Context: an optimization exercise on an open-source flow, tuned for small area and a short achievable clock period. The choices shown serve that exercise and are no tape-out recipe. Where RTL was checked, it was by simulation tests only, not by an equivalence proof against the original. Function not checked in run 1: the RTL went through the layout flow alone. Power figures rest on the tool's default switching activity, not on a simulated workload.

==> flow/design.v (outline; a module is shown in full before it is edited, if it fits) <==
// module Power_Spec_Cal: 2215 lines
// module fa: 4 lines
// module hai: 4 lines
// module ha: 4 lines
// module g_or2: 3 lines
// module g_xnor2: 3 lines
module Power_Spec_Cal(
           input wire clk,
           input wire rst,
           input wire dv,
           input wire [9:0] xk_index,
           input wire [24:0] fft_data_out_re,
           input wire [24:0] fft_data_out_im,
           output reg [49:0] Power_Spec,
           output reg data_valid,
           output reg dv_FFT
       );
  // ...
==> flow/flow/run.sh <==
#!/bin/bash
set -euo pipefail
MARGIN=$(cat flow/margin.txt)
PORTBUF=$(cat flow/port_buffer.txt)
bash standard.sh "SETUP_SLACK_MARGIN=$MARGIN" "BUFFER_PORTS_ARGS=-buffer_cell $PORTBUF" finish > standard_flow.log 2>&1
==> flow/flow/margin.txt <==
5.3
==> flow/flow/port_buffer.txt <==
sky130_fd_sc_hd__buf_2
==> flow/standard.sh <==
#!/bin/bash
# synth_recipe.tcl (not shown) runs the flow's synth.tcl, then flattens the netlist and writes it again
# the make line also repeats each setting of config.mk as NAME=value (left out here)
make -C /OpenROAD-flow-scripts/flow DESIGN_CONFIG=/design/flow/config.mk WORK_HOME=/design/flow/orfs CLKGATE_MAP_FILE= SYNTH_SCRIPT=/design/flow/synth_recipe.tcl "${@:-finish}"
==> flow/config.mk <==
export PLATFORM = sky130hd
export DESIGN_NAME = Power_Spec_Cal
export DESIGN_NICKNAME = Power_Spec_Cal
export VERILOG_FILES = /design/flow/design.v
export SDC_FILE = /design/flow/constraint.sdc
export NUM_CORES = 4
export LEC_CHECK = 0
export CAP_MARGIN = 20
export CORE_MARGIN = 2
export CORE_UTILIZATION = 40
export CTS_CLUSTER_DIAMETER = 120
export CTS_CLUSTER_SIZE = 25
export PLACE_DENSITY = 0.6
export SLEW_MARGIN = 20
export SYNTH_HIERARCHICAL = 1
export SYNTH_MINIMUM_KEEP_SIZE = 0
==> flow/constraint.sdc <==
create_clock -name core_clock -period 8.0 [get_ports {clk}]
set_input_delay 1.6000 -clock core_clock [delete_from_list [all_inputs] [get_ports {clk}]]
set_output_delay 1.6000 -clock core_clock [all_outputs]
set_load 0.01 [all_outputs]
==> results_dict.tcl, run 1 <==
set metrics [dict create \
    cts_setup_buffers 10 \
    nFillCells 6100 \
    pre_cts_ws_ns 4.758 \
    wirelength_um 74590 \
    end_kind "flop" \
    clock-skew-final_ns 0.03100 \
    cp.buffers_inverters 2 \
    die_area_mm2 0.07066 \
    synth_top_family_by_area "adder cells" \
    holdCritStartpoint "p4[38]$_DFF_P_" \
    seqPwrFrac 0.356 \
    nonClkBufAreaFrac 0.03436 \
    die_x_um 265.8 \
    rows 95 \
    top_level_ports 115 \
    async_flop_share 0.007576 \
    status "no timing/DRC/antenna violations" \
    layout_commonest_cell "nand2_1" \
    grt_pass1_wl_um 113200 \
    antenna_left 0 \
    viasPerCell 5.347 \
    path_delay_family "compound AO/OA/AOI/OAI gates" \
    grtUsageMet3 0.05028 \
    signal_buffers 167 \
    synth_top_cell_by_area "fa_1" \
    seq_share 0.3526 \
    wl_met3_um 7753 \
    synth_largest_type_area_fraction 0.4067 \
    yosysWarnings 7 \
    stdcell_count 3200 \
    final-hold-violation-count 0 \
    grt_start_max_net_pins 26 \
    setup_viol 0 \
    ys_seq_area_frac 0.3862 \
]
==> run 2, diff against run 1 <==
--- a/flow/design.v
+++ b/flow/design.v
@@ -2204,31 +2204,755 @@
 wire w3831, w3832;
 fa uw3831 (.a(r2[214]), .b(w3672), .c(w3675), .s(w3831), .co(w3832));
 wire w3835, w3836;
 fa uw3835 (.a(r2[215]), .b(r2[216]), .c(w3676), .s(w3835), .co(w3836));
 wire w3839, w3840;
 fa uw3839 (.a(r2[217]), .b(r2[218]), .c(r2[219]), .s(w3839), .co(w3840));
 wire w3843, w3844;
 fa uw3843 (.a(r2[220]), .b(r2[221]), .c(r2[222]), .s(w3843), .co(w3844));
-wire [49:0] add_a = {r3[94], r3[92], r3[90], r3[88], r3[86], r3[84], r3[82], r3[80], r3[78], r3[76], r3[74], r3[72], r3[70], r3[68], r3[66], r3[64], r3[62], r3[60], r3[58], r3[56], r3[54], r3[52], r3[50], r3[48], r3[46], r3[44], r3[42], r3[40], r3[38], r3[36], r3[34], r3[32], r3[30], r3[28], r3[26], r3[24], r3[22], r3[20], r3[18], r3[16], r3[14], r3[12], r3[10], r3[8], r3[6], r3[5], r3[4], r3[2], 1'b1, r3[0]};
-wire [49:0] add_b = {r3[95], r3[93], r3[91], r3[89], r3[87], r3[85], r3[83], r3[81], r3[79], r3[77], r3[75], r3[73], r3[71], r3[69], r3[67], r3[65], r3[63], r3[61], r3[59], r3[57], r3[55], r3[53], r3[51], r3[49], r3[47], r3[45], r3[43], r3[41], r3[39], r3[37], r3[35], r3[33], r3[31], r3[29], r3[27], r3[25], r3[23], r3[21], r3[19], r3[17], r3[15], r3[13], r3[11], r3[9], r3[7], 1'b1, 1'b1, r3[3], 1'b1, r3[1]};
-wire [50:0] add_t = {add_a, 1'b1} + {add_b, 1'b1};
-wire [49:0] add_y = ~add_t[50:1];
+wire w3943;
+g_nor2 uw3943 (.a(r3[0]), .b(r3[1]), .y(w3943));
+wire w3944;
+g_xor2 uw3944 (.a(r3[0]), .b(r3[1]), .y(w3944));
+wire w3945;
+g_nor2 uw3945 (.a(r3[2]), .b(r3[3]), .y(w3945));
+wire w3946;
+g_xor2 uw3946 (.a(r3[2]), .b(r3[3]), .y(w3946));
+wire w3947;
+g_inv uw3947 (.a(r3[4]), .y(w3947));
+wire w3948;
+g_inv uw3948 (.a(r3[5]), .y(w3948));
+wire w3949;
+g_nor2 uw3949 (.a(r3[6]), .b(r3[7]), .y(w3949));
+wire w3950;
+g_xor2 uw3950 (.a(r3[6]), .b(r3[7]), .y(w3950));
+wire w3951;
+g_nor2 uw3951 (.a(r3[8]), .b(r3[9]), .y(w3951));
+wire w3952;
+g_xor2 uw3952 (.a(r3[8]), .b(r3[9]), .y(w3952));
+wire w3953;
+g_nor2 uw3953 (.a(r3[10]), .b(r3[11]), .y(w3953));
+wire w3954;
+g_xor2 uw3954 (.a(r3[10]), .b(r3[11]), .y(w3954));
+wire w3955;
+g_nor2 uw3955 (.a(r3[12]), .b(r3[13]), .y(w3955));
+wire w3956;
+g_xor2 uw3956 (.a(r3[12]), .b(r3[13]), .y(w3956));
+wire w3957;
+g_nor2 uw3957 (.a(r3[14]), .b(r3[15]), .y(w3957));
+wire w3958;
+g_xor2 uw3958 (.a(r3[14]), .b(r3[15]), .y(w3958));
+wire w3959;
+g_nor2 uw3959 (.a(r3[16]), .b(r3[17]), .y(w3959));
+wire w3960;
+g_xor2 uw3960 (.a(r3[16]), .b(r3[17]), .y(w3960));
+wire w3961;
+g_nor2 uw3961 (.a(r3[18]), .b(r3[19]), .y(w3961));
+wire w3962;
+g_xor2 uw3962 (.a(r3[18]), .b(r3[19]), .y(w3962));
+wire w3963;
+g_nor2 uw3963 (.a(r3[20]), .b(r3[21]), .y(w3963));
+wire w3964;
+g_xor2 uw3964 (.a(r3[20]), .b(r3[21]), .y(w3964));
+wire w3965;
+g_nor2 uw3965 (.a(r3[22]), .b(r3[23]), .y(w3965));
+wire w3966;
+g_xor2 uw3966 (.a(r3[22]), .b(r3[23]), .y(w3966));
+wire w3967;
+g_nor2 uw3967 (.a(r3[24]), .b(r3[25]), .y(w3967));
+wire w3968;
+g_xor2 uw3968 (.a(r3[24]), .b(r3[25]), .y(w3968));
+wire w3969;
+g_nor2 uw3969 (.a(r3[26]), .b(r3[27]), .y(w3969));
+wire w3970;
+g_xor2 uw3970 (.a(r3[26]), .b(r3[27]), .y(w3970));
+wire w3971;
+g_nor2 uw3971 (.a(r3[28]), .b(r3[29]), .y(w3971));
+wire w3972;
+g_xor2 uw3972 (.a(r3[28]), .b(r3[29]), .y(w3972));
+wire w3973;
+g_nor2 uw3973 (.a(r3[30]), .b(r3[31]), .y(w3973));
+wire w3974;
+g_xor2 uw3974 (.a(r3[30]), .b(r3[31]), .y(w3974));
+wire w3975;
+g_nor2 uw3975 (.a(r3[32]), .b(r3[33]), .y(w3975));
+wire w3976;
+g_xor2 uw3976 (.a(r3[32]), .b(r3[33]), .y(w3976));
+wire w3977;
+g_nor2 uw3977 (.a(r3[34]), .b(r3[35]), .y(w3977));
+wire w3978;
+g_xor2 uw3978 (.a(r3[34]), .b(r3[35]), .y(w3978));
+wire w3979;
+g_nor2 uw3979 (.a(r3[36]), .b(r3[37]), .y(w3979));
+wire w3980;
+g_xor2 uw3980 (.a(r3[36]), .b(r3[37]), .y(w3980));
+wire w3981;
+g_nor2 uw3981 (.a(r3[38]), .b(r3[39]), .y(w3981));
+wire w3982;
+g_xor2 uw3982 (.a(r3[38]), .b(r3[39]), .y(w3982));
+wire w3983;
+g_nor2 uw3983 (.a(r3[40]), .b(r3[41]), .y(w3983));
+wire w3984;
+g_xor2 uw3984 (.a(r3[40]), .b(r3[41]), .y(w3984));
+wire w3985;
+g_nor2 uw3985 (.a(r3[42]), .b(r3[43]), .y(w3985));
+wire w3986;
+g_xor2 uw3986 (.a(r3[42]), .b(r3[43]), .y(w3986));
+wire w3987;
+g_nor2 uw3987 (.a(r3[44]), .b(r3[45]), .y(w3987));
+wire w3988;
+g_xor2 uw3988 (.a(r3[44]), .b(r3[45]), .y(w3988));
+wire w3989;
+g_nor2 uw3989 (.a(r3[46]), .b(r3[47]), .y(w3989));
+wire w3990;
+g_xor2 uw3990 (.a(r3[46]), .b(r3[47]), .y(w3990));
+wire w3991;
+g_nor2 uw3991 (.a(r3[48]), .b(r3[49]), .y(w3991));
+wire w3992;
+g_xor2 uw3992 (.a(r3[48]), .b(r3[49]), .y(w3992));
+wire w3993;
+g_nor2 uw3993 (.a(r3[50]), .b(r3[51]), .y(w3993));
+wire w3994;
+g_xor2 uw3994 (.a(r3[50]), .b(r3[51]), .y(w3994));
+wire w3995;
+g_nor2 uw3995 (.a(r3[52]), .b(r3[53]), .y(w3995));
+wire w3996;
+g_xor2 uw3996 (.a(r3[52]), .b(r3[53]), .y(w3996));
+wire w3997;
+g_nor2 uw3997 (.a(r3[54]), .b(r3[55]), .y(w3997));
+wire w3998;
+g_xor2 uw3998 (.a(r3[54]), .b(r3[55]), .y(w3998));
+wire w3999;
+g_nor2 uw3999 (.a(r3[56]), .b(r3[57]), .y(w3999));
+wire w4000;
+g_xor2 uw4000 (.a(r3[56]), .b(r3[57]), .y(w4000));
+wire w4001;
+g_nor2 uw4001 (.a(r3[58]), .b(r3[59]), .y(w4001));
+wire w4002;
+g_xor2 uw4002 (.a(r3[58]), .b(r3[59]), .y(w4002));
+wire w4003;
+g_nor2 uw4003 (.a(r3[60]), .b(r3[61]), .y(w4003));
+wire w4004;
+g_xor2 uw4004 (.a(r3[60]), .b(r3[61]), .y(w4004));
+wire w4005;
+g_nor2 uw4005 (.a(r3[62]), .b(r3[63]), .y(w4005));
+wire w4006;
+g_xor2 uw4006 (.a(r3[62]), .b(r3[63]), .y(w4006));
+wire w4007;
+g_nor2 uw4007 (.a(r3[64]), .b(r3[65]), .y(w4007));
+wire w4008;
+g_xor2 uw4008 (.a(r3[64]), .b(r3[65]), .y(w4008));
+wire w4009;
+g_nor2 uw4009 (.a(r3[66]), .b(r3[67]), .y(w4009));
+wire w4010;
+g_xor2 uw4010 (.a(r3[66]), .b(r3[67]), .y(w4010));
+wire w4011;
+g_nor2 uw4011 (.a(r3[68]), .b(r3[69]), .y(w4011));
+wire w4012;
+g_xor2 uw4012 (.a(r3[68]), .b(r3[69]), .y(w4012));
+wire w4013;
+g_nor2 uw4013 (.a(r3[70]), .b(r3[71]), .y(w4013));
+wire w4014;
+g_xor2 uw4014 (.a(r3[70]), .b(r3[71]), .y(w4014));
+wire w4015;
+g_nor2 uw4015 (.a(r3[72]), .b(r3[73]), .y(w4015));
+wire w4016;
+g_xor2 uw4016 (.a(r3[72]), .b(r3[73]), .y(w4016));
+wire w4017;
+g_nor2 uw4017 (.a(r3[74]), .b(r3[75]), .y(w4017));
+wire w4018;
+g_xor2 uw4018 (.a(r3[74]), .b(r3[75]), .y(w4018));
+wire w4019;
+g_nor2 uw4019 (.a(r3[76]), .b(r3[77]), .y(w4019));
+wire w4020;
+g_xor2 uw4020 (.a(r3[76]), .b(r3[77]), .y(w4020));
+wire w4021;
+g_nor2 uw4021 (.a(r3[78]), .b(r3[79]), .y(w4021));
+wire w4022;
+g_xor2 uw4022 (.a(r3[78]), .b(r3[79]), .y(w4022));
+wire w4023;
+g_nor2 uw4023 (.a(r3[80]), .b(r3[81]), .y(w4023));
+wire w4024;
+g_xor2 uw4024 (.a(r3[80]), .b(r3[81]), .y(w4024));
+wire w4025;
+g_nor2 uw4025 (.a(r3[82]), .b(r3[83]), .y(w4025));
+wire w4026;
+g_xor2 uw4026 (.a(r3[82]), .b(r3[83]), .y(w4026));
+wire w4027;
+g_nor2 uw4027 (.a(r3[84]), .b(r3[85]), .y(w4027));
+wire w4028;
+g_xor2 uw4028 (.a(r3[84]), .b(r3[85]), .y(w4028));
+wire w4029;
+g_nor2 uw4029 (.a(r3[86]), .b(r3[87]), .y(w4029));
+wire w4030;
+g_xor2 uw4030 (.a(r3[86]), .b(r3[87]), .y(w4030));
+wire w4031;
+g_nor2 uw4031 (.a(r3[88]), .b(r3[89]), .y(w4031));
+wire w4032;
+g_xor2 uw4032 (.a(r3[88]), .b(r3[89]), .y(w4032));
+wire w4033;
+g_nor2 uw4033 (.a(r3[90]), .b(r3[91]), .y(w4033));
+wire w4034;
+g_xor2 uw4034 (.a(r3[90]), .b(r3[91]), .y(w4034));
+wire w4035;
+g_nor2 uw4035 (.a(r3[92]), .b(r3[93]), .y(w4035));
+wire w4036;
+g_xor2 uw4036 (.a(r3[92]), .b(r3[93]), .y(w4036));
+wire w4037;
+g_nor2 uw4037 (.a(r3[94]), .b(r3[95]), .y(w4037));
+wire w4038;
+g_xor2 uw4038 (.a(r3[94]), .b(r3[95]), .y(w4038));
+wire w4039;
+g_and2 uw4039 (.a(w3947), .b(w3945), .y(w4039));
+wire w4040;
+g_and2 uw4040 (.a(w3947), .b(w3946), .y(w4040));
+wire w4041;
+g_and2 uw4041 (.a(w3950), .b(w3948), .y(w4041));
+wire w4042;
+g_ao21 uw4042 (.a(w3953), .b(w3954), .c(w3951), .y(w4042));
+wire w4043;
+g_and2 uw4043 (.a(w3954), .b(w3952), .y(w4043));
+wire w4044;
+g_ao21 uw4044 (.a(w3957), .b(w3958), .c(w3955), .y(w4044));
+wire w4045;
+g_and2 uw4045 (.a(w3958), .b(w3956), .y(w4045));
+wire w4046;
+g_ao21 uw4046 (.a(w3961), .b(w3962), .c(w3959), .y(w4046));
+wire w4047;
+g_and2 uw4047 (.a(w3962), .b(w3960), .y(w4047));
+wire w4048;
+g_ao21 uw4048 (.a(w3965), .b(w3966), .c(w3963), .y(w4048));
+wire w4049;
+g_and2 uw4049 (.a(w3966), .b(w3964), .y(w4049));
+wire w4050;
+g_ao21 uw4050 (.a(w3969), .b(w3970), .c(w3967), .y(w4050));
+wire w4051;
+g_and2 uw4051 (.a(w3970), .b(w3968), .y(w4051));
+wire w4052;
+g_ao21 uw4052 (.a(w3973), .b(w3974), .c(w3971), .y(w4052));
+wire w4053;
+g_and2 uw4053 (.a(w3974), .b(w3972), .y(w4053));
+wire w4054;
+g_ao21 uw4054 (.a(w3977), .b(w3978), .c(w3975), .y(w4054));
+wire w4055;
+g_and2 uw4055 (.a(w3978), .b(w3976), .y(w4055));
+wire w4056;
+g_ao21 uw4056 (.a(w3981), .b(w3982), .c(w3979), .y(w4056));
+wire w4057;
+g_and2 uw4057 (.a(w3982), .b(w3980), .y(w4057));
+wire w4058;
+g_ao21 uw4058 (.a(w3985), .b(w3986), .c(w3983), .y(w4058));
+wire w4059;
+g_and2 uw4059 (.a(w3986), .b(w3984), .y(w4059));
+wire w4060;
+g_ao21 uw4060 (.a(w3989), .b(w3990), .c(w3987), .y(w4060));
+wire w4061;
+g_and2 uw4061 (.a(w3990), .b(w3988), .y(w4061));
+wire w4062;
+g_ao21 uw4062 (.a(w3993), .b(w3994), .c(w3991), .y(w4062));
+wire w4063;
+g_and2 uw4063 (.a(w3994), .b(w3992), .y(w4063));
+wire w4064;
+g_ao21 uw4064 (.a(w3997), .b(w3998), .c(w3995), .y(w4064));
+wire w4065;
+g_and2 uw4065 (.a(w3998), .b(w3996), .y(w4065));
+wire w4066;
+g_ao21 uw4066 (.a(w4001), .b(w4002), .c(w3999), .y(w4066));
+wire w4067;
+g_and2 uw4067 (.a(w4002), .b(w4000), .y(w4067));
+wire w4068;
+g_ao21 uw4068 (.a(w4005), .b(w4006), .c(w4003), .y(w4068));
+wire w4069;
+g_and2 uw4069 (.a(w4006), .b(w4004), .y(w4069));
+wire w4070;
+g_ao21 uw4070 (.a(w4009), .b(w4010), .c(w4007), .y(w4070));
+wire w4071;
+g_and2 uw4071 (.a(w4010), .b(w4008), .y(w4071));
+wire w4072;
+g_ao21 uw4072 (.a(w4013), .b(w4014), .c(w4011), .y(w4072));
+wire w4073;
+g_and2 uw4073 (.a(w4014), .b(w4012), .y(w4073));
+wire w4074;
+g_ao21 uw4074 (.a(w4017), .b(w4018), .c(w4015), .y(w4074));
+wire w4075;
+g_and2 uw4075 (.a(w4018), .b(w4016), .y(w4075));
+wire w4076;
+g_ao21 uw4076 (.a(w4021), .b(w4022), .c(w4019), .y(w4076));
+wire w4077;
+g_and2 uw4077 (.a(w4022), .b(w4020), .y(w4077));
+wire w4078;
+g_ao21 uw4078 (.a(w4025), .b(w4026), .c(w4023), .y(w4078));
+wire w4079;
+g_and2 uw4079 (.a(w4026), .b(w4024), .y(w4079));
+wire w4080;
+g_ao21 uw4080 (.a(w4029), .b(w4030), .c(w4027), .y(w4080));
+wire w4081;
+g_and2 uw4081 (.a(w4030), .b(w4028), .y(w4081));
+wire w4082;
+g_ao21 uw4082 (.a(w4033), .b(w4034), .c(w4031), .y(w4082));
+wire w4083;
+g_and2 uw4083 (.a(w4034), .b(w4032), .y(w4083));
+wire w4084;
+g_ao21 uw4084 (.a(w4037), .b(w4038), .c(w4035), .y(w4084));
+wire w4085;
+g_and2 uw4085 (.a(w4038), .b(w4036), .y(w4085));
+wire w4086;
+g_ao21 uw4086 (.a(w3951), .b(w3952), .c(w3949), .y(w4086));
+wire w4087;
+g_and2 uw4087 (.a(w3952), .b(w4041), .y(w4087));
+wire w4088;
+g_ao21 uw4088 (.a(w4042), .b(w4043), .c(w3949), .y(w4088));
+wire w4089;
+g_and2 uw4089 (.a(w4043), .b(w4041), .y(w4089));
+wire w4090;
+g_ao21 uw4090 (.a(w3959), .b(w3960), .c(w4044), .y(w4090));
+wire w4091;
+g_and2 uw4091 (.a(w3960), .b(w4045), .y(w4091));
+wire w4092;
+g_ao21 uw4092 (.a(w4046), .b(w4047), .c(w4044), .y(w4092));
+wire w4093;
+g_and2 uw4093 (.a(w4047), .b(w4045), .y(w4093));
+wire w4094;
+g_ao21 uw4094 (.a(w3967), .b(w3968), .c(w4048), .y(w4094));
+wire w4095;
+g_and2 uw4095 (.a(w3968), .b(w4049), .y(w4095));
+wire w4096;
+g_ao21 uw4096 (.a(w4050), .b(w4051), .c(w4048), .y(w4096));
+wire w4097;
+g_and2 uw4097 (.a(w4051), .b(w4049), .y(w4097));
+wire w4098;
+g_ao21 uw4098 (.a(w3975), .b(w3976), .c(w4052), .y(w4098));
+wire w4099;
+g_and2 uw4099 (.a(w3976), .b(w4053), .y(w4099));
+wire w4100;
+g_ao21 uw4100 (.a(w4054), .b(w4055), .c(w4052), .y(w4100));
+wire w4101;
+g_and2 uw4101 (.a(w4055), .b(w4053), .y(w4101));
+wire w4102;
+g_ao21 uw4102 (.a(w3983), .b(w3984), .c(w4056), .y(w4102));
+wire w4103;
+g_and2 uw4103 (.a(w3984), .b(w4057), .y(w4103));
+wire w4104;
+g_ao21 uw4104 (.a(w4058), .b(w4059), .c(w4056), .y(w4104));
+wire w4105;
+g_and2 uw4105 (.a(w4059), .b(w4057), .y(w4105));
+wire w4106;
+g_ao21 uw4106 (.a(w3991), .b(w3992), .c(w4060), .y(w4106));
+wire w4107;
+g_and2 uw4107 (.a(w3992), .b(w4061), .y(w4107));
+wire w4108;
+g_ao21 uw4108 (.a(w4062), .b(w4063), .c(w4060), .y(w4108));
+wire w4109;
+g_and2 uw4109 (.a(w4063), .b(w4061), .y(w4109));
+wire w4110;
+g_ao21 uw4110 (.a(w3999), .b(w4000), .c(w4064), .y(w4110));
+wire w4111;
+g_and2 uw4111 (.a(w4000), .b(w4065), .y(w4111));
+wire w4112;
+g_ao21 uw4112 (.a(w4066), .b(w4067), .c(w4064), .y(w4112));
+wire w4113;
+g_and2 uw4113 (.a(w4067), .b(w4065), .y(w4113));
+wire w4114;
+g_ao21 uw4114 (.a(w4007), .b(w4008), .c(w4068), .y(w4114));
+wire w4115;
+g_and2 uw4115 (.a(w4008), .b(w4069), .y(w4115));
+wire w4116;
+g_ao21 uw4116 (.a(w4070), .b(w4071), .c(w4068), .y(w4116));
+wire w4117;
+g_and2 uw4117 (.a(w4071), .b(w4069), .y(w4117));
+wire w4118;
+g_ao21 uw4118 (.a(w4015), .b(w4016), .c(w4072), .y(w4118));
+wire w4119;
+g_and2 uw4119 (.a(w4016), .b(w4073), .y(w4119));
+wire w4120;
+g_ao21 uw4120 (.a(w4074), .b(w4075), .c(w4072), .y(w4120));
+wire w4121;
+g_and2 uw4121 (.a(w4075), .b(w4073), .y(w4121));
+wire w4122;
+g_ao21 uw4122 (.a(w4023), .b(w4024), .c(w4076), .y(w4122));
+wire w4123;
+g_and2 uw4123 (.a(w4024), .b(w4077), .y(w4123));
+wire w4124;
+g_ao21 uw4124 (.a(w4078), .b(w4079), .c(w4076), .y(w4124));
+wire w4125;
+g_and2 uw4125 (.a(w4079), .b(w4077), .y(w4125));
+wire w4126;
+g_ao21 uw4126 (.a(w4031), .b(w4032), .c(w4080), .y(w4126));
+wire w4127;
+g_and2 uw4127 (.a(w4032), .b(w4081), .y(w4127));
+wire w4128;
+g_ao21 uw4128 (.a(w4082), .b(w4083), .c(w4080), .y(w4128));
+wire w4129;
+g_and2 uw4129 (.a(w4083), .b(w4081), .y(w4129));
+wire w4130;
+g_and2 uw4130 (.a(w3948), .b(w4039), .y(w4130));
+wire w4131;
+g_ao21 uw4131 (.a(w3949), .b(w4041), .c(w4039), .y(w4131));
+wire w4132;
+g_ao21 uw4132 (.a(w4086), .b(w4087), .c(w4039), .y(w4132));
+wire w4133;
+g_ao21 uw4133 (.a(w4088), .b(w4089), .c(w4039), .y(w4133));
+wire w4134;
+g_ao21 uw4134 (.a(w3963), .b(w3964), .c(w4092), .y(w4134));
+wire w4135;
+g_and2 uw4135 (.a(w3964), .b(w4093), .y(w4135));
+wire w4136;
+g_ao21 uw4136 (.a(w4048), .b(w4049), .c(w4092), .y(w4136));
+wire w4137;
+g_and2 uw4137 (.a(w4049), .b(w4093), .y(w4137));
+wire w4138;
+g_ao21 uw4138 (.a(w4094), .b(w4095), .c(w4092), .y(w4138));
+wire w4139;
+g_and2 uw4139 (.a(w4095), .b(w4093), .y(w4139));
+wire w4140;
+g_ao21 uw4140 (.a(w4096), .b(w4097), .c(w4092), .y(w4140));
+wire w4141;
+g_and2 uw4141 (.a(w4097), .b(w4093), .y(w4141));
+wire w4142;
+g_ao21 uw4142 (.a(w3979), .b(w3980), .c(w4100), .y(w4142));
+wire w4143;
+g_and2 uw4143 (.a(w3980), .b(w4101), .y(w4143));
+wire w4144;
+g_ao21 uw4144 (.a(w4056), .b(w4057), .c(w4100), .y(w4144));
+wire w4145;
+g_and2 uw4145 (.a(w4057), .b(w4101), .y(w4145));
+wire w4146;
+g_ao21 uw4146 (.a(w4102), .b(w4103), .c(w4100), .y(w4146));
+wire w4147;
+g_and2 uw4147 (.a(w4103), .b(w4101), .y(w4147));
+wire w4148;
+g_ao21 uw4148 (.a(w4104), .b(w4105), .c(w4100), .y(w4148));
+wire w4149;
+g_and2 uw4149 (.a(w4105), .b(w4101), .y(w4149));
+wire w4150;
+g_ao21 uw4150 (.a(w3995), .b(w3996), .c(w4108), .y(w4150));
+wire w4151;
+g_and2 uw4151 (.a(w3996), .b(w4109), .y(w4151));
+wire w4152;
+g_ao21 uw4152 (.a(w4064), .b(w4065), .c(w4108), .y(w4152));
+wire w4153;
+g_and2 uw4153 (.a(w4065), .b(w4109), .y(w4153));
+wire w4154;
+g_ao21 uw4154 (.a(w4110), .b(w4111), .c(w4108), .y(w4154));
+wire w4155;
+g_and2 uw4155 (.a(w4111), .b(w4109), .y(w4155));
+wire w4156;
+g_ao21 uw4156 (.a(w4112), .b(w4113), .c(w4108), .y(w4156));
+wire w4157;
+g_and2 uw4157 (.a(w4113), .b(w4109), .y(w4157));
+wire w4158;
+g_ao21 uw4158 (.a(w4011), .b(w4012), .c(w4116), .y(w4158));
+wire w4159;
+g_and2 uw4159 (.a(w4012), .b(w4117), .y(w4159));
+wire w4160;
+g_ao21 uw4160 (.a(w4072), .b(w4073), .c(w4116), .y(w4160));
+wire w4161;
+g_and2 uw4161 (.a(w4073), .b(w4117), .y(w4161));
+wire w4162;
+g_ao21 uw4162 (.a(w4118), .b(w4119), .c(w4116), .y(w4162));
+wire w4163;
+g_and2 uw4163 (.a(w4119), .b(w4117), .y(w4163));
+wire w4164;
+g_ao21 uw4164 (.a(w4120), .b(w4121), .c(w4116), .y(w4164));
+wire w4165;
+g_and2 uw4165 (.a(w4121), .b(w4117), .y(w4165));
+wire w4166;
+g_ao21 uw4166 (.a(w4027), .b(w4028), .c(w4124), .y(w4166));
+wire w4167;
+g_and2 uw4167 (.a(w4028), .b(w4125), .y(w4167));
+wire w4168;
+g_ao21 uw4168 (.a(w4080), .b(w4081), .c(w4124), .y(w4168));
+wire w4169;
+g_and2 uw4169 (.a(w4081), .b(w4125), .y(w4169));
+wire w4170;
+g_ao21 uw4170 (.a(w4126), .b(w4127), .c(w4124), .y(w4170));
+wire w4171;
+g_and2 uw4171 (.a(w4127), .b(w4125), .y(w4171));
+wire w4172;
+g_ao21 uw4172 (.a(w4128), .b(w4129), .c(w4124), .y(w4172));
+wire w4173;
+g_and2 uw4173 (.a(w4129), .b(w4125), .y(w4173));
+wire w4174;
+g_ao21 uw4174 (.a(w3955), .b(w3956), .c(w4133), .y(w4174));
+wire w4175;
+g_ao21 uw4175 (.a(w4044), .b(w4045), .c(w4133), .y(w4175));
+wire w4176;
+g_ao21 uw4176 (.a(w4090), .b(w4091), .c(w4133), .y(w4176));
+wire w4177;
+g_ao21 uw4177 (.a(w4092), .b(w4093), .c(w4133), .y(w4177));
+wire w4178;
+g_ao21 uw4178 (.a(w4134), .b(w4135), .c(w4133), .y(w4178));
+wire w4179;
+g_ao21 uw4179 (.a(w4136), .b(w4137), .c(w4133), .y(w4179));
+wire w4180;
+g_ao21 uw4180 (.a(w4138), .b(w4139), .c(w4133), .y(w4180));
+wire w4181;
+g_ao21 uw4181 (.a(w4140), .b(w4141), .c(w4133), .y(w4181));
+wire w4182;
+g_ao21 uw4182 (.a(w3987), .b(w3988), .c(w4148), .y(w4182));
+wire w4183;
+g_and2 uw4183 (.a(w3988), .b(w4149), .y(w4183));
+wire w4184;
+g_ao21 uw4184 (.a(w4060), .b(w4061), .c(w4148), .y(w4184));
+wire w4185;
+g_and2 uw4185 (.a(w4061), .b(w4149), .y(w4185));
+wire w4186;
+g_ao21 uw4186 (.a(w4106), .b(w4107), .c(w4148), .y(w4186));
+wire w4187;
+g_and2 uw4187 (.a(w4107), .b(w4149), .y(w4187));
+wire w4188;
+g_ao21 uw4188 (.a(w4108), .b(w4109), .c(w4148), .y(w4188));
+wire w4189;
+g_and2 uw4189 (.a(w4109), .b(w4149), .y(w4189));
+wire w4190;
+g_ao21 uw4190 (.a(w4150), .b(w4151), .c(w4148), .y(w4190));
+wire w4191;
+g_and2 uw4191 (.a(w4151), .b(w4149), .y(w4191));
+wire w4192;
+g_ao21 uw4192 (.a(w4152), .b(w4153), .c(w4148), .y(w4192));
+wire w4193;
+g_and2 uw4193 (.a(w4153), .b(w4149), .y(w4193));
+wire w4194;
+g_ao21 uw4194 (.a(w4154), .b(w4155), .c(w4148), .y(w4194));
+wire w4195;
+g_and2 uw4195 (.a(w4155), .b(w4149), .y(w4195));
+wire w4196;
+g_ao21 uw4196 (.a(w4156), .b(w4157), .c(w4148), .y(w4196));
+wire w4197;
+g_and2 uw4197 (.a(w4157), .b(w4149), .y(w4197));
+wire w4198;
+g_ao21 uw4198 (.a(w4019), .b(w4020), .c(w4164), .y(w4198));
+wire w4199;
+g_and2 uw4199 (.a(w4020), .b(w4165), .y(w4199));
+wire w4200;
+g_ao21 uw4200 (.a(w4076), .b(w4077), .c(w4164), .y(w4200));
+wire w4201;
+g_and2 uw4201 (.a(w4077), .b(w4165), .y(w4201));
+wire w4202;
+g_ao21 uw4202 (.a(w4122), .b(w4123), .c(w4164), .y(w4202));
+wire w4203;
+g_and2 uw4203 (.a(w4123), .b(w4165), .y(w4203));
+wire w4204;
+g_ao21 uw4204 (.a(w4124), .b(w4125), .c(w4164), .y(w4204));
+wire w4205;
+g_and2 uw4205 (.a(w4125), .b(w4165), .y(w4205));
+wire w4206;
+g_ao21 uw4206 (.a(w4166), .b(w4167), .c(w4164), .y(w4206));
+wire w4207;
+g_and2 uw4207 (.a(w4167), .b(w4165), .y(w4207));
+wire w4208;
+g_ao21 uw4208 (.a(w4168), .b(w4169), .c(w4164), .y(w4208));
+wire w4209;
+g_and2 uw4209 (.a(w4169), .b(w4165), .y(w4209));
+wire w4210;
+g_ao21 uw4210 (.a(w4170), .b(w4171), .c(w4164), .y(w4210));
+wire w4211;
+g_and2 uw4211 (.a(w4171), .b(w4165), .y(w4211));
+wire w4212;
+g_ao21 uw4212 (.a(w4172), .b(w4173), .c(w4164), .y(w4212));
+wire w4213;
+g_and2 uw4213 (.a(w4173), .b(w4165), .y(w4213));
+wire w4214;
+g_ao21 uw4214 (.a(w3971), .b(w3972), .c(w4181), .y(w4214));
+wire w4215;
+g_ao21 uw4215 (.a(w4052), .b(w4053), .c(w4181), .y(w4215));
+wire w4216;
+g_ao21 uw4216 (.a(w4098), .b(w4099), .c(w4181), .y(w4216));
+wire w4217;
+g_ao21 uw4217 (.a(w4100), .b(w4101), .c(w4181), .y(w4217));
+wire w4218;
+g_ao21 uw4218 (.a(w4142), .b(w4143), .c(w4181), .y(w4218));
+wire w4219;
+g_ao21 uw4219 (.a(w4144), .b(w4145), .c(w4181), .y(w4219));
+wire w4220;
+g_ao21 uw4220 (.a(w4146), .b(w4147), .c(w4181), .y(w4220));
+wire w4221;
+g_ao21 uw4221 (.a(w4148), .b(w4149), .c(w4181), .y(w4221));
+wire w4222;
+g_ao21 uw4222 (.a(w4182), .b(w4183), .c(w4181), .y(w4222));
+wire w4223;
+g_ao21 uw4223 (.a(w4184), .b(w4185), .c(w4181), .y(w4223));
+wire w4224;
+g_ao21 uw4224 (.a(w4186), .b(w4187), .c(w4181), .y(w4224));
+wire w4225;
+g_ao21 uw4225 (.a(w4188), .b(w4189), .c(w4181), .y(w4225));
+wire w4226;
+g_ao21 uw4226 (.a(w4190), .b(w4191), .c(w4181), .y(w4226));
+wire w4227;
+g_ao21 uw4227 (.a(w4192), .b(w4193), .c(w4181), .y(w4227));
+wire w4228;
+g_ao21 uw4228 (.a(w4194), .b(w4195), .c(w4181), .y(w4228));
+wire w4229;
+g_ao21 uw4229 (.a(w4196), .b(w4197), .c(w4181), .y(w4229));
+wire w4230;
+g_ao21 uw4230 (.a(w4035), .b(w4036), .c(w4212), .y(w4230));
+wire w4231;
+g_and2 uw4231 (.a(w4036), .b(w4213), .y(w4231));
+wire w4232;
+g_ao21 uw4232 (.a(w4084), .b(w4085), .c(w4212), .y(w4232));
+wire w4233;
+g_and2 uw4233 (.a(w4085), .b(w4213), .y(w4233));
+wire w4234;
+g_ao21 uw4234 (.a(w4003), .b(w4004), .c(w4229), .y(w4234));
+wire w4235;
+g_ao21 uw4235 (.a(w4068), .b(w4069), .c(w4229), .y(w4235));
+wire w4236;
+g_ao21 uw4236 (.a(w4114), .b(w4115), .c(w4229), .y(w4236));
+wire w4237;
+g_ao21 uw4237 (.a(w4116), .b(w4117), .c(w4229), .y(w4237));
+wire w4238;
+g_ao21 uw4238 (.a(w4158), .b(w4159), .c(w4229), .y(w4238));
+wire w4239;
+g_ao21 uw4239 (.a(w4160), .b(w4161), .c(w4229), .y(w4239));
+wire w4240;
+g_ao21 uw4240 (.a(w4162), .b(w4163), .c(w4229), .y(w4240));
+wire w4241;
+g_ao21 uw4241 (.a(w4164), .b(w4165), .c(w4229), .y(w4241));
+wire w4242;
+g_ao21 uw4242 (.a(w4198), .b(w4199), .c(w4229), .y(w4242));
+wire w4243;
+g_ao21 uw4243 (.a(w4200), .b(w4201), .c(w4229), .y(w4243));
+wire w4244;
+g_ao21 uw4244 (.a(w4202), .b(w4203), .c(w4229), .y(w4244));
+wire w4245;
+g_ao21 uw4245 (.a(w4204), .b(w4205), .c(w4229), .y(w4245));
+wire w4246;
+g_ao21 uw4246 (.a(w4206), .b(w4207), .c(w4229), .y(w4246));
+wire w4247;
+g_ao21 uw4247 (.a(w4208), .b(w4209), .c(w4229), .y(w4247));
+wire w4248;
+g_ao21 uw4248 (.a(w4210), .b(w4211), .c(w4229), .y(w4248));
+wire w4249;
+g_ao21 uw4249 (.a(w4212), .b(w4213), .c(w4229), .y(w4249));
+wire w4250;
+g_ao21 uw4250 (.a(w4230), .b(w4231), .c(w4229), .y(w4250));
+wire w4251;
+g_ao21 uw4251 (.a(w4232), .b(w4233), .c(w4229), .y(w4251));
+wire w4252;
+g_xor2 uw4252 (.a(w3947), .b(w3945), .y(w4252));
+wire w4253;
+g_xor2 uw4253 (.a(w3948), .b(w4039), .y(w4253));
+wire w4254;
+g_xor2 uw4254 (.a(w3950), .b(w4130), .y(w4254));
+wire w4255;
+g_xor2 uw4255 (.a(w3952), .b(w4131), .y(w4255));
+wire w4256;
+g_xor2 uw4256 (.a(w3954), .b(w4132), .y(w4256));
+wire w4257;
+g_xor2 uw4257 (.a(w3956), .b(w4133), .y(w4257));
+wire w4258;
+g_xor2 uw4258 (.a(w3958), .b(w4174), .y(w4258));
+wire w4259;
+g_xor2 uw4259 (.a(w3960), .b(w4175), .y(w4259));
+wire w4260;
+g_xor2 uw4260 (.a(w3962), .b(w4176), .y(w4260));
+wire w4261;
+g_xor2 uw4261 (.a(w3964), .b(w4177), .y(w4261));
+wire w4262;
+g_xor2 uw4262 (.a(w3966), .b(w4178), .y(w4262));
+wire w4263;
+g_xor2 uw4263 (.a(w3968), .b(w4179), .y(w4263));
+wire w4264;
+g_xor2 uw4264 (.a(w3970), .b(w4180), .y(w4264));
+wire w4265;
+g_xor2 uw4265 (.a(w3972), .b(w4181), .y(w4265));
+wire w4266;
+g_xor2 uw4266 (.a(w3974), .b(w4214), .y(w4266));
+wire w4267;
+g_xor2 uw4267 (.a(w3976), .b(w4215), .y(w4267));
+wire w4268;
+g_xor2 uw4268 (.a(w3978), .b(w4216), .y(w4268));
+wire w4269;
+g_xor2 uw4269 (.a(w3980), .b(w4217), .y(w4269));
+wire w4270;
+g_xor2 uw4270 (.a(w3982), .b(w4218), .y(w4270));
+wire w4271;
+g_xor2 uw4271 (.a(w3984), .b(w4219), .y(w4271));
+wire w4272;
+g_xor2 uw4272 (.a(w3986), .b(w4220), .y(w4272));
+wire w4273;
+g_xor2 uw4273 (.a(w3988), .b(w4221), .y(w4273));
+wire w4274;
+g_xor2 uw4274 (.a(w3990), .b(w4222), .y(w4274));
+wire w4275;
+g_xor2 uw4275 (.a(w3992), .b(w4223), .y(w4275));
+wire w4276;
+g_xor2 uw4276 (.a(w3994), .b(w4224), .y(w4276));
+wire w4277;
+g_xor2 uw4277 (.a(w3996), .b(w4225), .y(w4277));
+wire w4278;
+g_xor2 uw4278 (.a(w3998), .b(w4226), .y(w4278));
+wire w4279;
+g_xor2 uw4279 (.a(w4000), .b(w4227), .y(w4279));
+wire w4280;
+g_xor2 uw4280 (.a(w4002), .b(w4228), .y(w4280));
+wire w4281;
+g_xor2 uw4281 (.a(w4004), .b(w4229), .y(w4281));
+wire w4282;
+g_xor2 uw4282 (.a(w4006), .b(w4234), .y(w4282));
+wire w4283;
+g_xor2 uw4283 (.a(w4008), .b(w4235), .y(w4283));
+wire w4284;
+g_xor2 uw4284 (.a(w4010), .b(w4236), .y(w4284));
+wire w4285;
+g_xor2 uw4285 (.a(w4012), .b(w4237), .y(w4285));
+wire w4286;
+g_xor2 uw4286 (.a(w4014), .b(w4238), .y(w4286));
+wire w4287;
+g_xor2 uw4287 (.a(w4016), .b(w4239), .y(w4287));
+wire w4288;
+g_xor2 uw4288 (.a(w4018), .b(w4240), .y(w4288));
+wire w4289;
+g_xor2 uw4289 (.a(w4020), .b(w4241), .y(w4289));
+wire w4290;
+g_xor2 uw4290 (.a(w4022), .b(w4242), .y(w4290));
+wire w4291;
+g_xor2 uw4291 (.a(w4024), .b(w4243), .y(w4291));
+wire w4292;
+g_xor2 uw4292 (.a(w4026), .b(w4244), .y(w4292));
+wire w4293;
+g_xor2 uw4293 (.a(w4028), .b(w4245), .y(w4293));
+wire w4294;
+g_xor2 uw4294 (.a(w4030), .b(w4246), .y(w4294));
+wire w4295;
+g_xor2 uw4295 (.a(w4032), .b(w4247), .y(w4295));
+wire w4296;
+g_xor2 uw4296 (.a(w4034), .b(w4248), .y(w4296));
+wire w4297;
+g_xor2 uw4297 (.a(w4036), .b(w4249), .y(w4297));
+wire w4298;
+g_xor2 uw4298 (.a(w4038), .b(w4250), .y(w4298));
+wire [49:0] add_y = {w4298, w4297, w4296, w4295, w4294, w4293, w4292, w4291, w4290, w4289, w4288, w4287, w4286, w4285, w4284, w4283, w4282, w4281, w4280, w4279, w4278, w4277, w4276, w4275, w4274, w4273, w4272, w4271, w4270, w4269, w4268, w4267, w4266, w4265, w4264, w4263, w4262, w4261, w4260, w4259, w4258, w4257, w4256, w4255, w4254, w4253, w4252, w3946, w3943, w3944};
 endmodule
 module fa (input wire a, input wire b, input wire c, output wire s, output wire co);
 assign s = a ^ b ^ c;
 assign co = (a & b) | (a & c) | (b & c);
 endmodule
 module hai (input wire a, input wire b, output wire s, output wire co);
 assign s = ~(a ^ b);
 assign co = a | b;
 endmodule
 module ha (input wire a, input wire b, output wire s, output wire co);
 assign s = a ^ b;
 assign co = a & b;
 endmodule
+module g_and2 (input wire a, input wire b, output wire y);
+assign y = a & b;
+endmodule
+module g_ao21 (input wire a, input wire b, input wire c, output wire y);
+assign y = a | (b & c);
+endmodule
+module g_inv (input wire a, output wire y);
+assign y = ~a;
+endmodule
+module g_nor2 (input wire a, input wire b, output wire y);
+assign y = ~(a | b);
+endmodule
 module g_or2 (input wire a, input wire b, output wire y);
 assign y = a | b;
 endmodule
 module g_xnor2 (input wire a, input wire b, output wire y);
 assign y = ~(a ^ b);
 endmodule
+module g_xor2 (input wire a, input wire b, output wire y);
+assign y = a ^ b;
+endmodule
==> run 2 against run 1 <==
  * Critical path depth fell by 11
  * Die area rose by 2.3%
  * Sequential cell count unchanged
  * Via count fell by 3.6%
  * First-iteration DRC count down 16%
  * Global-route usage shrank 2.1 points
  * Final cell count increased by 1.6%
  * Critical path type is now reg -> out
  * Largest cell class unchanged
==> results_dict.tcl, run 2 <==
set metrics [dict create \
    status "no timing/DRC/antenna violations" \
    p_leak_nw 12.09 \
    largestRegisters "r2: 228 flops, r3: 96 flops" \
    yosysWarnings 7 \
    holdCritStartpoint "p5[19]$_DFF_P_" \
    relSlewSlack 0.6406 \
    grt_pass1_vias 18910 \
    die_x_um 268.9 \
    antenna_found_initial 3 \
    min_to "Power_Spec[19]$_DFF_P_" \
    clock-skew-final_ns 0.03028 \
    firstDrtPassIters 8 \
    drc 0 \
    crit_type "reg -> out" \
    drive_above_1_share 0.08575 \
    wirelength_um 66850 \
    arrival_ns 1.09 \
    finalCritPeriodShare 0.3357 \
    cp_num_cells 1 \
    power_density_mw_per_mm2 351.3 \
    grt_start_max_net_pins 26 \
    grt_busiest_layer "met2" \
    die_h_um 268.9 \
    ys_seq_elements 528 \
    cts_num_sinks 528 \
    viasPerCell 5.076 \
    antenna_left 0 \
    numCtsBuffers 25 \
    pre_cts_ws_ns 4.844 \
    finalCriticalPeriod_ns 2.686 \
    final_cell_mix "fa_1, nand2_1, dfxtp_1" \
    start_kind "flop" \
    syn_inst 2276 \
    setup-tns-final_ns 0 \
    layout_commonest_cell "fa_1" \
    die_area_mm2 0.07229 \
    clk_pin_slew_ns 0.10 \
    end_kind "output pin" \
    final.setup.worst_slack_ns 5.314 \
    regMostFlops "r2" \
    worstHoldPathType "reg -> reg" \
    ys_seq_area_frac 0.3774 \
    synthTopCellsByArea "fa_1, dfxtp_1, nand2_1, a21o_1, xor2_1" \
    met1_usage 0.2451 \
    reg2reg_from "im1[24]$_DFF_P_" \
    grt_usage 0.1914 \
    largest_register_ffs 228 \
    place_hpwl_um 43530 \
    synth_top_cell_by_area "fa_1" \
    utilization 0.4290 \
    cp.buffers_inverters 1 \
    cts_hold_buf 0 \
    final_max_slew_viol_count 0 \
    grt-ovfl-total 0 \
    tritoncts "yes" \
    ys_types 15 \
    synth_area_mm2 0.02806 \
    drtIter0Drc 1300 \
    cp_data_required_time_ns 6.40 \
    synth_largest_type_area_fraction 0.3973 \
    syn-num-nets 2896 \
    vias 16500 \
    rsz0062_at_grt "yes" \
    htree_levels 1 \
    cap_viol_max_count 0 \
    whs_path_depth 0 \
    nFillCells 6419 \
    max_freq_mhz 372.3 \
    final-hold-violation-count 0 \
    crit_fanout 1 \
    cpMaxStageDelayCell "dfrtp_1" \
    top_level_ports 115 \
    nets 2928 \
    yosys-top-cells-count "fa_1, nand2_1, dfxtp_1" \
    cts_root_buf "clkbuf_16" \
    cts_buffer_depth 3 \
    synth_edf_count 0 \
    use_met2 0.3183 \
    worst_slew_pin_slew_ns 0.5392 \
    setup_viol 0 \
    synth_flop_cell "dfxtp_1" \
    rows 97 \
    start_util 0.4021 \
    path_delay_family "flip-flops" \
    core-area_mm2 0.06979 \
    vdd_drop_max_mv 0.1964 \
    r2r_slack_ns 5.34 \
    grt_pass1_wl_um 105000 \
    slowest_delay_ns 0.37 \
    areaGrowthSynthToFinish_pct 6.683 \
    avgRoutedWirePerCell_um 20.57 \
    async_flop_share 0.007576 \
    synth.avg_cell_area_um2 12.33 \
    reg2reg_depth 5 \
    path_cells "buf_2" \
    timing.rr.end "r2[108]$_DFF_P_" \
    yosysMostFrequentCell "fa_1" \
    place_congestion 0.8385 \
    grtUsageMet3 0.04219 \
    clk_latency_ns 0.61 \
    port_buffers 105 \
]
## run 2: cell count changes in the layout (fill, tap and decap cells not counted), moves of 34 or more
cell | before | now
nand2b_1 | 7 | 44
a21oi_1 | 43 | 0
ha_1 | 34 | 0
nand2_1 | 621 | 552
a21o_1 | 25 | 122
xor2_1 | 21 | 94
and2_1 | 7 | 84
## run 2: modules after synthesis, one instance, submodules excluded
module | cells inside | copies in the design | cell area, um^2 | flip-flops and latches
Power_Spec_Cal | 1328 | 1 | 14140 | 528
fa | 1 | 557 | 20.02 | 0
g_and2 | 1 | 83 | 6.256 | 0
g_ao21 | 1 | 124 | 7.507 | 0
g_inv | 1 | 2 | 3.754 | 0
g_nor2 | 1 | 46 | 3.754 | 0
g_or2 | 1 | 21 | 6.256 | 0
g_xnor2 | 1 | 21 | 8.758 | 0
g_xor2 | 1 | 94 | 8.758 | 0
## run 2: per-stage QoR
| step | total power, mW | std cells | hold slack [ns] | instance area [um^2] |
|---|---|---|---|---|
| 2_1_floorplan | 7.571 | 2276 | 0.3096 | 28060 |
| 3_5_place_dp | 9.204 | 3221 | 0.3121 | 29150 |
| 6_report | 10.52 | 3250 | 0.3059 | 29940 |
| 3_3_place_gp | 9.067 | 3221 | 0.3096 | 29150 |
| 5_1_grt | 11.52 | 3249 | 0.3078 | 29940 |
| 4_1_cts | 10.66 | 3249 | 0.3126 | 29840 |
## run 2: power breakdown
part | internal [mW] | total (mW) | switching (mW)
combinational | 2.25 | 4.88 | 2.63
clock | 0.569 | 1.40 | 0.832
sequential | 3.78 | 4.24 | 0.456
## run 2: final cells by class
class	count	area (um^2)	area share
inverter	53	198.9	0.006645
sequential	528	10610	0.3545
tap	940	1176	0.03928
antenna	1	2.502	0.00008358
clock buffer	25	625.6	0.02090
timing repair buffer	153	977.2	0.03264
multi-input combinational	1547	16310	0.5448
clock inverter	3	33.78	0.001128
## run 2: routing by layer
| metal | routed length [um] | vias up |
|---|---|---|
| met5 | 26 | - |
| met4 | 2668 | 2 |
| met3 | 6294 | 229 |
| met2 | 31800 | 937 |
| met1 | 26060 | 8493 |
| li1 | - | 6836 |
## run 2: repair_timing
action                     4_1_cts  5_1_grt
setup endpoints to repair       25       49
gates resized for setup          9       26
buffers inserted                 0        0
pin swaps                        0        0
## run 2: worst register-to-register path: stages (launching register included)
cell     delay (ns)
dfxtp_1        0.33
buf_4          0.35
inv_1          0.25
fa_1           0.66
fa_1           0.46
fa_1           0.50
## run 2: how the worst max path moves through the flow
stage                           from        endpoint  slack (ns)
finish              dv_FFT$_DFF_PP0_          dv_FFT        5.31
global route        dv_FFT$_DFF_PP0_          dv_FFT        5.26
CTS                 dv_FFT$_DFF_PP0_          dv_FFT        5.27
detailed placement     r3[8]$_DFF_P_  p4[39]$_DFF_P_        4.84
global placement       r3[8]$_DFF_P_  p4[45]$_DFF_P_        4.90
floorplan            r2[100]$_DFF_P_  r3[49]$_DFF_P_        5.71
## run 2: cells by family (layout without fill, tap and decap cells)
kind of cell	after synthesis	in the layout	synth area share
AOI/OAI and AO/OA	124	124	0.03317
xor gates and xnor gates	115	115	0.03589
adders and majority gates	557	557	0.3973
buffers and inverters	201	234	0.04195
DFF	528	528	0.3774
other	0	1	0
and+or+nand+nor	751	751	0.1143

==> afterwards: timing with drivers on the ports <==
In the flow no input, the clock included, has a driving cell. The finished layouts below were timed again as built, in two steps.
Step 1: set_driving_cell puts a clkbuf_16 on clk and a buf_2 on each other input, an assumption about the parent block.
Step 2 moves the port delays by t, midway between the first and last clock arrival at a register: inputs arrive t later, outputs are due t later. That takes back most of the time a late clock gives input paths.
Slacks: ideal ports / drivers / drivers and shift; pairs: ideal ports / drivers.
run	t, ns	slack for setup (ns)	worst hold slack (ns)	latest minus earliest clock arrival (ns)	pins driven straight from the clock port
run 1	0.649	5.191 / 5.191 / 5.191	0.326 / 0.326 / 0.326	0.031 / 0.031	1
run 2	0.655	5.314 / 5.254 / 5.336	0.306 / 0.306 / 0.306	0.030 / 0.031	1
After both steps every run listed still meets setup and hold.
